Background: an optimization exercise with open tools, aiming at small area and a short achievable clock period. Do not read the settings as production practice.
The RTL was checked by simulation tests, not by an equivalence proof against the original design.
Power figures rest on the tool's default switching activity, not on a simulated workload.

`design/flow/design.v`:
```
module bitonic_comp #(parameter DATA_WIDTH = 8, POLARITY = 0)
(clk, reset, valid, A, B, H, L, done);
input clk;
input reset;
input valid;
input [DATA_WIDTH-1:0] A;
input [DATA_WIDTH-1:0] B;
output [DATA_WIDTH-1:0] H;
output [DATA_WIDTH-1:0] L;
output done;
reg [DATA_WIDTH-1:0] H_r;
reg [DATA_WIDTH-1:0] L_r;
reg done_r;
wire comp;
assign comp = A < B;
assign H = H_r;
assign L = L_r;
assign done = done_r;
always @(posedge clk) begin
	if(reset) begin
		H_r <= 0;
		L_r <= 0;
		done_r <= 0;
	end else if(valid) begin
		if(POLARITY) begin
			H_r <= comp ? B : A;
			L_r <= comp ? A : B;
		end else begin
			H_r <= comp ? A : B;
			L_r <= comp ? B : A;
		end
		done_r <= 1;
	end else begin
		H_r <= 0;
		L_r <= 0;
		done_r <= 0;
	end
end
endmodule
module bitonic_node #(parameter DATA_WIDTH = 8, NODE_ORDER = 1, NODE_DWIDTH = 8, POLARITY = 1)
(clk, reset, valid, data_in, done, data_out);
input clk;
input reset;
input valid;
input [NODE_DWIDTH-1:0] data_in;
output done;
output [NODE_DWIDTH-1:0] data_out;
localparam NUM_COMP = 2**(NODE_ORDER-1);
genvar i_comp;
wire [NUM_COMP-1:0] nodes_done;
assign done = &nodes_done;
generate for(i_comp = 0; i_comp < NUM_COMP; i_comp = i_comp + 1) begin : comp_gen
	wire [DATA_WIDTH-1:0] A;
	wire [DATA_WIDTH-1:0] B;
	wire [DATA_WIDTH-1:0] H;
	wire [DATA_WIDTH-1:0] L;
	assign A = data_in[DATA_WIDTH*(i_comp + 1)-1-:DATA_WIDTH];
	assign B = data_in[DATA_WIDTH*(i_comp + 1 + NUM_COMP)-1-:DATA_WIDTH];
	assign data_out[DATA_WIDTH*(i_comp + 1)-1-:DATA_WIDTH] = H;
	assign data_out[DATA_WIDTH*(i_comp + 1 + NUM_COMP)-1-:DATA_WIDTH] = L;
	bitonic_comp #(.DATA_WIDTH(DATA_WIDTH), .POLARITY(POLARITY)) comp_constr (.clk(clk), .reset(reset), .valid(valid), .A(A), .B(B), .H(H), .L(L), .done(nodes_done[i_comp]));
end endgenerate
endmodule
module bitonic_block
#(parameter DATA_WIDTH = 8, BLOCK_DEPTH = 1, POLARITY = 0)
(clk, reset, data_in, valid, done, data_out);
input clk;
input reset;
input [2**BLOCK_DEPTH*DATA_WIDTH-1:0] data_in;
input valid;
output done;
output [2**BLOCK_DEPTH*DATA_WIDTH-1:0] data_out;
localparam T_WIDTH = 2**BLOCK_DEPTH*DATA_WIDTH;
localparam STATE_NUMS = $clog2(BLOCK_DEPTH + 1);
wire [T_WIDTH-1:0] bstage_outs [BLOCK_DEPTH:0];
wire [BLOCK_DEPTH:0] bstage_ready;
assign bstage_outs[0] = data_in;
assign bstage_ready[0] = valid;
assign done = bstage_ready[BLOCK_DEPTH] == 1;
assign data_out = done ? bstage_outs[BLOCK_DEPTH] : 0;
genvar i_bstage;
genvar i_node;
generate for(i_bstage = 0; i_bstage < BLOCK_DEPTH; i_bstage = i_bstage + 1) begin : bstage_gen
	localparam n_nodes = 2**i_bstage;
	wire [n_nodes-1:0] nodes_ready;
	assign bstage_ready[i_bstage + 1] = &nodes_ready;
	for(i_node = 0; i_node < n_nodes; i_node = i_node + 1) begin : node_gen
		localparam NODE_DWIDTH = DATA_WIDTH * 2**(BLOCK_DEPTH - i_bstage);
		wire [NODE_DWIDTH-1:0] node_data_in;
		assign node_data_in = bstage_outs[i_bstage][NODE_DWIDTH*(i_node+1)-1-:NODE_DWIDTH];
		wire [NODE_DWIDTH-1:0] node_data_out;
		bitonic_node #(.DATA_WIDTH(DATA_WIDTH), .NODE_ORDER(BLOCK_DEPTH - i_bstage), .NODE_DWIDTH(NODE_DWIDTH), .POLARITY(POLARITY)) node_constr (.clk(clk), .reset(reset), .valid(bstage_ready[i_bstage]), .data_in(node_data_in), .done(nodes_ready[i_node]), .data_out(node_data_out));
		assign bstage_outs[i_bstage+1][NODE_DWIDTH*(i_node+1)-1-:NODE_DWIDTH] = node_data_out;
	end
end endgenerate
endmodule
module bitonic_top
#(parameter NUM_INPUT = 16, DATA_WIDTH = 8)
(clk, reset, data_in, valid, done, data_out);
input clk;
input reset;
input [NUM_INPUT * DATA_WIDTH - 1:0] data_in;
input valid;
output done;
output [NUM_INPUT * DATA_WIDTH - 1:0] data_out;
localparam STAGES = $clog2(NUM_INPUT);
localparam ALL_WIDTH = NUM_INPUT * DATA_WIDTH;
wire [ALL_WIDTH - 1:0] stage_data [STAGES:0];
wire [STAGES:0] stage_ready;
assign stage_data[0] = data_in;
assign stage_ready[0] = valid;
assign done = stage_ready[STAGES] == 1;
assign data_out = stage_data[STAGES];
genvar i_stage;
genvar i_block;
generate for(i_stage = 0; i_stage < STAGES; i_stage = i_stage + 1) begin : stages_gen
	localparam BLOCK_COUNT = NUM_INPUT/(2**(i_stage+1));
	localparam BLOCK_DWIDTH = DATA_WIDTH*2**(i_stage+1);
	localparam BLOCK_DEPTH = i_stage + 1;
	wire [BLOCK_COUNT - 1:0] blks_done;
	assign stage_ready[i_stage+1] = &blks_done;
	for(i_block = 0; i_block < BLOCK_COUNT; i_block = i_block + 1) begin
		wire [BLOCK_DWIDTH-1:0] block_in;
		wire [BLOCK_DWIDTH-1:0] block_out;
		assign block_in = stage_data[i_stage][BLOCK_DWIDTH*(i_block+1)-1-:BLOCK_DWIDTH];
		assign stage_data[i_stage+1][BLOCK_DWIDTH*(i_block+1)-1-:BLOCK_DWIDTH] = block_out;
		bitonic_block #(.DATA_WIDTH(DATA_WIDTH), .BLOCK_DEPTH(BLOCK_DEPTH), .POLARITY(i_block%2)) blk_const (.clk(clk), .reset(reset), .data_in(block_in), .data_out(block_out), .done(blks_done[i_block]), .valid(stage_ready[i_stage]));
	end
end endgenerate
endmodule
```
`design/flow/config.mk`:
```
export PLATFORM = sky130hd
export DESIGN_NAME = bitonic_top
export DESIGN_NICKNAME = bitonic_top
export VERILOG_FILES = /design/flow/design.v
export SDC_FILE = /design/flow/constraint.sdc
export NUM_CORES = 4
export LEC_CHECK = 0
export CAP_MARGIN = 20
export CORE_MARGIN = 2
export CORE_UTILIZATION = 40
export SLEW_MARGIN = 20
```
`design/flow/constraint.sdc`:
```
create_clock -name core_clock -period 3.0 [get_ports {clk}]
set_input_delay 0.6000 -clock core_clock [delete_from_list [all_inputs] [get_ports {clk}]]
set_output_delay 0.6000 -clock core_clock [all_outputs]
set_load 0.01 [all_outputs]
```
`design/flow/run.sh`:
```
#!/bin/bash
# synth_recipe.tcl (not shown) runs the flow's synth.tcl, then flattens the netlist and writes it again
# the make line also repeats each setting of config.mk as NAME=value (left out here)
make -C /OpenROAD-flow-scripts/flow DESIGN_CONFIG=/design/flow/config.mk WORK_HOME=/design/flow/orfs CLKGATE_MAP_FILE= SYNTH_SCRIPT=/design/flow/synth_recipe.tcl finish
```
==> run notes <==
## routing by layer
layer | up-vias | routed length, µm
met5 | - | 25
met4 | 2 | 7510
met3 | 322 | 10200
met1 | 30700 | 92300
li1 | 31700 | -
met2 | 2045 | 95800
## cell families (layout without fill, tap and decap cells)
family | after synthesis | count (layout)
AO/OA/AOI/OAI | 2045 | 2045
adder cells (fa/ha/maj) | 560 | 560
buffers and inverters | 1135 | 1226
flip-flops | 1290 | 1290
multiplexers | 585 | 585
other | 0 | 1
AND/OR/NAND/NOR | 2912 | 2912
## worst max-delay path: cells and delay by family (launching register included)
kind	cells	cell delay, ps
buf+inv	2	830
flops	1	340
simple gates	1	200
## worst paths after layout
kind,startpoint,endpoint,slack (ps),depth (start not counted)
worst max register to register,flop,flop,270,7
worst min-delay path,data_in[61],flop,440,3
worst min register to register,flop,flop,480,2
worst max-delay path,flop,data_out[125],200,3
## cell type report
type                       instances  area [µm²]  area share [%]
timing repair buffer             537        5170            6.08
tap                             2495        3120            3.67
inverter                         424        1620            1.91
clock buffer                     187        3980            4.68
clock inverter                    78        1140            1.34
sequential                      1290       25800            30.4
antenna                            1        2.50         0.00294
multi-input combinational       6102       44200            52.0
## cell usage in the layout (no fill, tap or decap), types with 20 or more instances in the layout
master and n:
o211ai_2 55, or3_1 241, o21ai_0 408, buf_12 39, buf_4 239, nand2_1 600
mux2_2 198, clkinv_2 22, o21ai_1 26, nor3_2 33, mux2i_1 354, nand3_1 1199
ha_1 559, a221o_1 34, nor4_2 24, clkbuf_1 23, a32oi_1 297, a31oi_4 33
clkdlybuf4s50_1 259, mux2_4 21, nand4_1 44, o211ai_1 533, bufinv_16 20, inv_1 419
nand4b_1 300, a21o_1 64, nor2b_1 48, a21oi_1 532, nor2_1 24, and2_1 296
dfxtp_1 1286, clkbuf_16 145
## through the flow
step                instance area (µm²)  utilization [%]  setup WS [ps]
floorplan                         75500                -            303
global placement                  79900             42.6            144
detailed placement                79900             42.6           87.7
CTS                               85000             45.3           85.9
global route                      85000             45.3           13.2
finish                            85000             45.3            204
## power by group
group	total (W)	internal [W]	switching, W
clock network	0.0187	0.0112	0.00747
logic	0.00248	0.00104	0.00145
registers	0.0175	0.0173	0.000172
## repair_timing
| item | 4_1_cts | 5_1_grt |
|---|---|---|
| setup endpoints to repair | 0 | 7 |
| resized for setup | 0 | 3 |
| setup buffers | 0 | 0 |
==> impl_metrics.py <==
metrics = {
    "routing": {
        "wl_um": 206000,
        "wl_per_cell_um": 18.5,
        "drtAntennaViolNets": 0,
        "viasPerCell": 5.83,
        "drtIter0Drc": 5216,
        "first_pass_iters": 6,
        "routed-via-count": 64700,
        "post-route-drc-count": 0,
    },
    "sta": {
        "timing_worst_slew_pin_value_ps": 1040,
        "fin_crit_sh_pct": 93.2,
        "finalMaxSlewViolations": 0,
        "layout_min_cycle_time_ps": 2800,
        "holdWs_ps": 442,
        "relSlewSlack_pct": 30.4,
        "final_hold_viol_count": 0,
        "setup_viol": 0,
        "rsz0062_at_grt": "no",
        "final.setup.tns_ps": 0,
        "fmax_mhz": 358,
        "finalClockSkew_ps": 26.2,
    },
    "synthesis": {
        "synth-seq-cells": 1290,
        "synth_fa_ha_area_share_pct": 9.29,
        "syn_area_mm2": 0.0755,
        "synth-warning-count": 10,
        "synth_top_area_share_pct": 34.2,
        "synth.area.top_cells": "dfxtp_1 (34%), ha_1 (9.3%), nand3_1 (8.0%)",
        "synth.mux.area_fraction_pct": 8.25,
        "synth_cell_types": 52,
        "async_flop_share_pct": 0,
        "synth-simple-area-share_pct": 22.1,
        "synth_area_leader_cell": "dfxtp_1",
        "synth-compound-area-share_pct": 18.8,
        "ys_seq_area_share_pct": 34.2,
        "synth-edff-count": 0,
        "syn-num-nets": 9218,
        "netlist_top_cells_count": "dfxtp_1 (1290), nand3_1 (1199), nand2_1 (600)",
        "synth-xor-area-share_pct": 0,
        "synth-main-ff-cell": "dfxtp_1",
        "synth_top_family_by_area": "simple AND/OR/NAND/NOR gates",
        "avgSynthCellArea_um2": 8.85,
        "yosysMostFrequentCell": "dfxtp_1",
        "synth_cells": 8527,
    },
    "setup_path": {
        "endpoint_kind": "primary output",
        "max_stage_delay_ps": 530,
        "critical_path_class": "reg -> out",
        "cp-start-kind": "flop",
        "worst-endpoint-required_ps": 2400,
        "arrival_ps": 2200,
        "cp_cell_sequence": "buf_12, and2_1, clkdlybuf4s50_1",
        "crit_fanout": 129,
        "critPathSlowestCell": "clkdlybuf4s50_1",
    },
    "placement": {
        "hpwlAfterDp_um": 155000,
        "portBuffers": 259,
        "place.gp.congestion": 0.933,
        "placedCellCount": 10800,
    },
    "grt": {
        "grtUsageMet1_pct": 27.5,
        "gr-usage-met3_pct": 2.58,
        "grt-busiest-layer": "met2",
        "grt_pass1_vias": 59500,
        "antenna_found_initial": 2,
        "overflow": 0,
        "grtUsageTotal_pct": 20.7,
        "grt_pass1_wl_um": 329000,
        "grt_max_degree": 130,
        "grt_use_met2_pct": 34.0,
    },
    "worst_hold_path": {
        "hold_class": "in -> reg",
    },
    "clock_network": {
        "clk_pin_slew_ps": 60,
        "clock_path_buffers": 3,
        "cts_root_buf": "clkbuf_16",
        "clk_latency_ps": 800,
        "cts_inserted_buffers": 144,
        "clock_sinks": 1290,
        "holdBufCountCts": 0,
        "cts_tree": "yes",
        "htree_levels": 4,
    },
    "job": {
        "drv_cap": 0,
    },
    "floorplanning": {
        "start_util_pct": 40.2,
        "dieArea_mm2": 0.192,
        "chipHeight_um": 438,
        "coreArea_mm2": 0.188,
        "ios": 260,
        "row_count": 159,
        "die_w_um": 438,
    },
    "power": {
        "p_per_area_mw_per_mm2": 455,
        "leakage_nw": 30.2,
        "ir_worst_vdd_mv": 0.619,
        "p_total_w": 0.0387,
    },
    "finish": {
        "area.growth.synth_to_final_pct": 12.7,
        "stdcell_count": 11100,
        "finalNetCount": 9190,
        "layout-drive-gt1-share_pct": 11.5,
        "nFillCells": 17900,
    },
    "status": {
        "status": "finished clean",
    },
}

==> afterwards: timing with drivers on the ports <==
The results above use ideal ports. As a check the final layout listed here was re-extracted and re-timed, cells and wires unchanged.
Step 1: set_driving_cell puts a clkbuf_16 on clk and a buf_2 on each other input, an assumption about the parent block.
Step 2 adds t to the input delays and takes it off the output delays; t is the mean of the earliest and latest rising clock arrival at the registers after step 1. Input paths then give back, and output paths get back, about the clock's delay inside the block.
Slacks: ideal / step 1 / step 2; pairs: ideal / step 1.
t (ns): 0.888
setup WS [ns]: 0.204 / 0.109 / 0.057
worst setup path after step 2: input to register
latest minus earliest clock arrival (ns): 0.034 / 0.034
worst data-port slew with drivers (ns): 0.07
After both steps this run still meets setup and hold. The setup slack of this run moves by -0.095 ns with the drivers and by -0.147 ns with both steps.
